Context: an optimization exercise on an open-source flow, tuned for small area and a short achievable clock period. The choices shown serve that exercise and are no tape-out recipe.
Only simulation tests tie the RTL to the original design; equivalence was not proved.

ember:
==> flow/design.v <==
`timescale 1ns/1ps
 `timescale 1ns/1ps
module uart_core (
   uart_tx, uart_if, rx_rts, prdata,
   uart_rx, uart_cts, pwrite, pwdata, psel, prst_n, penable, pclk,
   paddr
   );
  output        uart_tx;
  output        uart_if;
  output        rx_rts;
  output [31:0] prdata;
  input         uart_rx;
  input         uart_cts;
  input         pwrite;
  input  [31:0] pwdata;
  input         psel;
  input         prst_n;
  input         penable;
  input         pclk;
  input  [31:0] paddr;
  wire setup = psel & ~penable;
  reg  con_we, se_we, br_we, dt_we, ie_we, rxff_rd;
  always @(posedge pclk or negedge prst_n)
    if (!prst_n) begin
      con_we  <= 1'b0;
      se_we   <= 1'b0;
      br_we   <= 1'b0;
      dt_we   <= 1'b0;
      ie_we   <= 1'b0;
      rxff_rd <= 1'b0;
    end else begin
      con_we  <= setup &  pwrite & (paddr[6:0] == 7'h00);
      se_we   <= setup &  pwrite & (paddr[6:0] == 7'h04);
      br_we   <= setup &  pwrite & (paddr[6:0] == 7'h08);
      dt_we   <= setup &  pwrite & (paddr[6:0] == 7'h0C);
      ie_we   <= setup &  pwrite & (paddr[6:0] == 7'h10);
      rxff_rd <= setup & ~pwrite & (paddr[4:0] == 5'h0C);
    end
  wire ctx = con_we & pwdata[5];
  wire crx = con_we & pwdata[6];
  reg [6:0] con;
  reg [2:0] se;
  reg [7:0] brg;
  reg [4:0] ie;
  wire en   = se[0];
  wire d9   = se[1];
  wire bsel = se[2];
  wire af   = con[0] & en;
  always @(posedge pclk or negedge prst_n)
    if (!prst_n) begin
      con <= 7'd0;
      se  <= 3'd0;
      brg <= 8'd0;
      ie  <= 5'd0;
    end else begin
      if (con_we)      con <= pwdata[6:0];
      if (se_we)       se  <= pwdata[2:0];
      if (br_we & ~en) brg <= pwdata[7:0];
      if (ie_we)       ie  <= pwdata[4:0];
    end
  reg [7:0] rxc, txc;
  reg       rx_tick, tx_tick;
  wire [7:0] rxc_n   = (~en | rx_tick) ? 8'd0 : rxc + 8'd1;
  wire [7:0] txc_n   = (~en | tx_tick) ? 8'd0 : (rx_tick ? txc + 8'd1 : txc);
  wire       brg_ld  = br_we & ~en;
  wire       rxtk_n  = (~en | rx_tick) ? (brg_ld ? (pwdata[7:0] == 8'd0) : (brg == 8'd0))
                                       : (rxc + 8'd1 == brg);
  wire       bsel_n  = se_we ? pwdata[2] : bsel;
  wire       txtk_n  = (txc_n == (bsel_n ? 8'd7 : 8'd15)) & rxtk_n;
  always @(posedge pclk or negedge prst_n)
    if (!prst_n) begin
      rxc     <= 8'd0;
      txc     <= 8'd0;
      rx_tick <= 1'b1;
      tx_tick <= 1'b0;
    end else begin
      rxc     <= rxc_n;
      txc     <= txc_n;
      rx_tick <= rxtk_n;
      tx_tick <= txtk_n;
    end
  reg [4:0] tw, tr;
  reg [7:0] tmem [0:15];
  reg [3:0] sbc;
  reg       txne, txnf;
  reg [4:0] te;
  wire t_push = dt_we & txnf;
  reg  tx_complete;                    
  wire d9_n = se_we ? pwdata[1] : d9;
  wire t_pop  = txne & tx_complete;
  wire [4:0] tr_n = t_pop ? tr + 5'd1 : tr;
  wire [4:0] tw_u = t_push ? tw + 5'd1 : tw;
  wire [4:0] tw_n = ctx ? tr : tw_u;
  wire tinc   = t_push & ~t_pop;
  wire tdec   = t_pop & ~t_push;
  wire txne_u = tinc ? (te != 5'd31) : (tdec ? (te != 5'd1)  : (te != 5'd0));
  wire txnf_u = tinc ? (te != 5'd15) : (tdec ? (te != 5'd17) : (te != 5'd16));
  wire [4:0] te_u = tinc ? te + 5'd1 : (tdec ? te - 5'd1 : te);
  wire txne_n = ctx ? t_pop : txne_u;
  wire txnf_n = ctx | txnf_u;
  always @(posedge pclk or negedge prst_n)
    if (!prst_n) begin
      tw   <= 5'd0;
      tr   <= 5'd0;
      txne <= 1'b0;
      txnf <= 1'b1;
      te   <= 5'd0;
    end else begin
      tw   <= tw_n;
      tr   <= tr_n;
      txne <= txne_n;
      txnf <= txnf_n;
      te   <= ctx ? {5{t_pop}} : te_u;
    end
  always @(posedge pclk)
    if (t_push) tmem[tw[3:0]] <= pwdata[7:0];
  reg [9:0] tsr;
  reg       tst;
  reg       tpar;
  reg       ntx;                       
  wire [7:0] tdata  = tmem[tr[3:0]];
  wire       tx_en  = en & txne;
  wire       fsm_en = ~(af & uart_cts) & tx_en & tx_tick;
  wire       tsh    = tx_tick & tst;
  wire       tst_n  = tst ? (tx_en & ~tx_complete) : fsm_en;
  wire       tload  = fsm_en & ~tsh;
  wire [3:0] sbc_n  = tx_complete ? 4'd0 : (tsh ? sbc + 4'd1 : sbc);
  always @(posedge pclk or negedge prst_n)
    if (!prst_n) begin
      tsr  <= 10'h3ff;
      sbc  <= 4'd0;
      tx_complete <= 1'b0;
      tst  <= 1'b0;
      tpar <= 1'b0;
      ntx  <= 1'b0;
    end else begin
      if (tsh)         tsr <= {1'b1, tsr[9:1]};
      else if (tload)  tsr <= {1'b1, tdata, 1'b0};
      else if (tpar)   tsr[9] <= ^tsr[8:1];
      tpar <= tload & d9;
      if (tsh)         ntx <= ~tsr[1];
      else if (tload)  ntx <= 1'b1;
      sbc  <= sbc_n;
      tx_complete <= (sbc_n == (d9_n ? 4'd10 : 4'd9));
      tst <= tst_n;
    end
  assign uart_tx = ~ntx;
  reg       rx1, rxs, rx2;
  reg [1:0] rst;
  reg [3:0] samp, bitc;
  reg [9:0] rsr;
  reg       we1, we2, we3;
  wire start_en    = ~rxs & rx2;
  wire rbusy       = rst[1] | rst[0];
  wire samp_pt     = ~bsel ? (samp == 4'd7) : (samp[2:0] == 3'd3);
  wire rsh         = samp_pt & rx_tick;
  reg  rx_complete;                    
  wire [3:0] bitc_n = rx_complete ? 4'd0 : ((rst[1] & rsh) ? bitc + 4'd1 : bitc);
  reg [1:0] rst_nx;
  always @(*)
    case (rst)
      2'd0:    rst_nx = start_en ? 2'd1 : 2'd0;
      2'd1:    rst_nx = rxs ? 2'd0 : (rsh ? 2'd2 : 2'd1);
      2'd2:    rst_nx = rx_complete ? 2'd0 : 2'd2;
      default: rst_nx = 2'd3;
    endcase
  wire [1:0] rst_n = en ? rst_nx : 2'd0;
  always @(posedge pclk or negedge prst_n)
    if (!prst_n) begin
      rx1  <= 1'b0;
      rxs  <= 1'b0;
      rx2  <= 1'b0;
      rst  <= 2'd0;
      samp <= 4'd0;
      bitc <= 4'd0;
      rx_complete <= 1'b0;
    end else begin
      rx1 <= uart_rx;
      rxs <= rx1;
      rx2 <= rxs;
      rst <= rst_n;
      if (~rbusy)       samp <= 4'd0;
      else if (rx_tick) samp <= samp + 4'd1;
      bitc <= bitc_n;
      rx_complete <= (bitc_n == (d9_n ? 4'd10 : 4'd9));
    end
  always @(posedge pclk)
    if (rsh) rsr <= {rxs, rsr[9:1]};
  reg [4:0] rwu, rr;
  reg [3:0] wo;                        
  reg       rxne, rxf;
  reg [9:0] rq [0:15];
  wire dt_wr  = ~rxf & rx_complete;
  wire mem_wr = dt_wr | we1;
  wire pe     = ^rsr[8:0];
  wire fe     = ~rsr[9];
  wire [9:0] fifo_in = d9 ? {rsr[7:0], pe, fe} : {rsr[8:1], 1'b0, fe};
  wire r_pop  = rxne & rxff_rd;
  wire [4:0] rr_n = r_pop ? rr + 5'd1 : rr;
  function [5:0] inc6;
    input [5:0] x;
    integer i;
    for (i = 0; i < 6; i = i + 1) inc6[i] = x[i] ^ (&(x | ~((6'd1 << i) - 6'd1)));
  endfunction
  function [5:0] dec6;
    input [5:0] x;
    integer i;
    for (i = 0; i < 6; i = i + 1) dec6[i] = x[i] ^ ~(|(x & ((6'd1 << i) - 6'd1)));
  endfunction
  reg  [5:0] rd;
  wire [5:0] rd0  = rd;
  wire [5:0] rd1  = dec6(rd);
  wire [5:0] rdn  = r_pop ? rd1 : rd0;
  wire rxne_u = r_pop ? (rd[4:0] != 5'd1)  : (rd[4:0] != 5'd0);
  wire rxf_u  = r_pop ? (rd[4:0] == 5'd17) : (rd[4:0] == 5'd16);
  wire rr31   = &rr;
  wire rwu31  = &rwu;
  wire [5:0] rd_s = (we2 & ~r_pop) ? inc6(rd) : ((r_pop & ~we2) ? rd1 : rd);
  wire [5:0] rd_u = rd_s ^ {(we2 & rwu31) ^ (r_pop & rr31), 5'd0};
  wire [5:0] rd_c = we2 ? (rr31 ? 6'd33 : 6'd1) : 6'd0;
  wire rxne_n = crx ? r_pop : rxne_u;
  wire rxf_n  = ~crx & rxf_u;
  wire [4:0] rw_n = crx ? rr : rwu;
  always @(posedge pclk or negedge prst_n)
    if (!prst_n) begin
      we1  <= 1'b0;
      we2  <= 1'b0;
      we3  <= 1'b0;
      rwu  <= 5'd0;
      rr   <= 5'd0;
      rd   <= 6'd0;
      rxne <= 1'b0;
      rxf  <= 1'b0;
      wo   <= 4'd0;
    end else begin
      we1  <= dt_wr;
      we2  <= we1;
      we3  <= we2;
      rwu  <= rw_n + {4'd0, we2};
      rr   <= rr_n;
      rd   <= crx ? rd_c : rd_u;
      rxne <= rxne_n;
      rxf  <= rxf_n;
      wo   <= crx ? 4'd0 : rdn[3:0];
    end
  wire [15:0] wdec = 16'd1 << wo;
  reg  [9:0] rq_n [0:15];
  integer k;
  always @(*)
    for (k = 0; k < 16; k = k + 1)
      rq_n[k] = (mem_wr & (r_pop ? wdec[(k + 1) % 16] : wdec[k])) ? fifo_in
                : (r_pop ? rq[(k + 1) % 16] : rq[k]);
  always @(posedge pclk)
    for (k = 0; k < 16; k = k + 1)
      rq[k] <= rq_n[k];
  wire [9:0] hd_n  = rq_n[0];
  wire       fe_n  = rxne_u & hd_n[0];
  wire       pe_n  = rxne_u & hd_n[1];
  wire       if_0  = (ie[4] & fe_n) | (ie[3] & pe_n) | (ie[1] & rxf_u) | (ie[0] & txne_u);
  wire       if_ie = (pwdata[4] & fe_n) | (pwdata[3] & pe_n) | (pwdata[1] & rxf_u) | (pwdata[0] & txne_u);
  wire       if_cn = (~pwdata[6] & ((ie[4] & fe_n) | (ie[3] & pe_n) | (ie[1] & rxf_u))) |
                     (ie[0] & (pwdata[5] ? t_pop : txne_u));
  wire       if_n  = ie_we ? if_ie : (con_we ? if_cn : if_0);
  function thr;
    input [1:0] t;
    input [5:0] d;
    case (t)
      2'd0: thr = d[5] | (|d[4:1]);
      2'd1: thr = d[5] | (|d[4:2]);
      2'd2: thr = d[5] | (|d[4:3]);
      2'd3: thr = d[5] | d[4];
    endcase
  endfunction
  wire [5:0] rd1t   = rr31 ? {1'b0, rwu} : rd1;
  wire       rts_0  = af & (r_pop ? thr(con[4:3], rd1t) : thr(con[4:3], rd0));
  wire       rts_se = con[0] & pwdata[0] & thr(con[4:3], rd0);
  wire       rts_cn = pwdata[0] & en & ~pwdata[6] & thr(pwdata[4:3], rd0);
  wire       rts_n  = se_we ? rts_se : (con_we ? rts_cn : rts_0);
  wire       busy_n = tst_n | rst_n[1] | rst_n[0];
  reg  [7:0] prd_nx;
  always @(*)
    case (paddr[7:0])
      8'h00:   prd_nx = {1'b0, con};
      8'h04:   prd_nx = {busy_n, rxne_n, txnf_n, 2'b0, se};
      8'h08:   prd_nx = brg;
      8'h0c:   prd_nx = hd_n[9:2];
      8'h10:   prd_nx = {3'b0, ie};
      8'h14:   prd_nx = {3'b0, rxne_n & hd_n[0], rxne_n & hd_n[1], 1'b0, rxf_n, txne_n};
      default: prd_nx = 8'd0;
    endcase
  reg [7:0] prd;
  reg       if_q, rts_q;
  always @(posedge pclk)
    prd <= prd_nx;
  always @(posedge pclk or negedge prst_n)
    if (!prst_n) begin
      if_q  <= 1'b0;
      rts_q <= 1'b0;
    end else begin
      if_q  <= if_n;
      rts_q <= rts_n;
    end
  assign prdata  = {24'd0, prd};
  assign uart_if = if_q;
  assign rx_rts  = rts_q;
endmodule
export LEC_CHECK = 0
export CAP_MARGIN = 20
export CORE_MARGIN = 2
export CORE_UTILIZATION = 60
export CTS_CLUSTER_DIAMETER = 50
export CTS_CLUSTER_SIZE = 20
export SETUP_SLACK_MARGIN = 2.9
export SLEW_MARGIN = 20
create_clock -name core_clock -period 5.0 [get_ports {pclk}]
run.sh (not shown) runs the stock make flow with config.mk's settings and CLKGATE_MAP_FILE= SYNTH_SCRIPT=/design/flow/synth_recipe.tcl, a recipe that flattens the netlist after the stock synthesis.
> inputs changed (ember -> lagoon)
--- a/flow/design.v
+++ b/flow/design.v
@@ -65,22 +65,16 @@
   wire       brg_ld  = br_we & ~en;
   wire       rxtk_n  = (~en | rx_tick) ? (brg_ld ? (pwdata[7:0] == 8'd0) : (brg == 8'd0))
                                        : (rxc + 8'd1 == brg);
   wire       bsel_n  = se_we ? pwdata[2] : bsel;
   wire       txtk_n  = (txc_n == (bsel_n ? 8'd7 : 8'd15)) & rxtk_n;
-  always @(posedge pclk or negedge prst_n)
-    if (!prst_n) begin
-      rxc     <= 8'd0;
-      txc     <= 8'd0;
-      rx_tick <= 1'b1;
-      tx_tick <= 1'b0;
-    end else begin
-      rxc     <= rxc_n;
-      txc     <= txc_n;
-      rx_tick <= rxtk_n;
-      tx_tick <= txtk_n;
-    end
+  always @(posedge pclk) begin
+    rxc     <= rxc_n;
+    txc     <= txc_n;
+    rx_tick <= rxtk_n;
+    tx_tick <= txtk_n;
+  end
   reg [4:0] tw, tr;
   reg [7:0] tmem [0:15];
   reg [3:0] sbc;
   reg       txne, txnf;
   reg [4:0] te;
@@ -114,38 +108,40 @@
     end
   always @(posedge pclk)
     if (t_push) tmem[tw[3:0]] <= pwdata[7:0];
   reg [9:0] tsr;
   reg       tst;
-  reg       tpar;
+  reg       tld, tpd9;
+  reg [7:0] trd;
   reg       ntx;                       
   wire [7:0] tdata  = tmem[tr[3:0]];
   wire       tx_en  = en & txne;
   wire       fsm_en = ~(af & uart_cts) & tx_en & tx_tick;
   wire       tsh    = tx_tick & tst;
   wire       tst_n  = tst ? (tx_en & ~tx_complete) : fsm_en;
   wire       tload  = fsm_en & ~tsh;
   wire [3:0] sbc_n  = tx_complete ? 4'd0 : (tsh ? sbc + 4'd1 : sbc);
   always @(posedge pclk or negedge prst_n)
     if (!prst_n) begin
-      tsr  <= 10'h3ff;
       sbc  <= 4'd0;
       tx_complete <= 1'b0;
       tst  <= 1'b0;
-      tpar <= 1'b0;
       ntx  <= 1'b0;
     end else begin
-      if (tsh)         tsr <= {1'b1, tsr[9:1]};
-      else if (tload)  tsr <= {1'b1, tdata, 1'b0};
-      else if (tpar)   tsr[9] <= ^tsr[8:1];
-      tpar <= tload & d9;
       if (tsh)         ntx <= ~tsr[1];
       else if (tload)  ntx <= 1'b1;
       sbc  <= sbc_n;
       tx_complete <= (sbc_n == (d9_n ? 4'd10 : 4'd9));
       tst <= tst_n;
     end
+  always @(posedge pclk) begin
+    trd  <= tdata;
+    tld  <= tload;
+    if (tload) tpd9 <= d9;
+    if (tsh)      tsr <= {1'b1, tsr[9:1]};
+    else if (tld) tsr <= {(tpd9 ? ^trd : 1'b1), trd, tsr[0]};
+  end
   assign uart_tx = ~ntx;
   reg       rx1, rxs, rx2;
   reg [1:0] rst;
   reg [3:0] samp, bitc;
   reg [9:0] rsr;
Results
- lagoon completed end to end with timing, DRC and antenna clean.
- Diff ember..lagoon | met3 track utilization from global routing | negligible
- lagoon and ember ended up with roughly the same area of the mapped netlist.
- lagoon has more setup slack than ember.
- Compared lagoon vs ember, and smallest hold slack is up in lagoon.
- Between ember and lagoon, the flow reports half-perimeter wire length of the detailed placement result decreasing slightly.

==> re-timing with driven ports <==
In the flow no input, the clock included, has a driving cell. The finished layouts below were timed again as built, in two steps. Step 1 assumes that a clkbuf_16 drives the clock port and a buf_2 every other input. Step 2 also shifts input and output timing later by t, the mid clock arrival at the registers, as if the neighbouring blocks saw the same clock. a / b / c = ideal ports / drivers / drivers and shift; a / b = the first two.
run	t, ns	slack for setup (ns)	worst register clock-pin slew, ns	worst data-port slew with drivers (ns)	pins driven straight from the clock port
ember	0.571	2.878 / 2.872 / 2.396	0.08 / 0.08	0.03	1
lagoon	0.580	2.909 / 2.868 / 2.353	0.08 / 0.08	0.04	1
After both steps every run listed still meets setup and hold. The setup slack of lagoon, which loses most, moves by -0.041 ns with the drivers and by -0.556 ns with both steps.
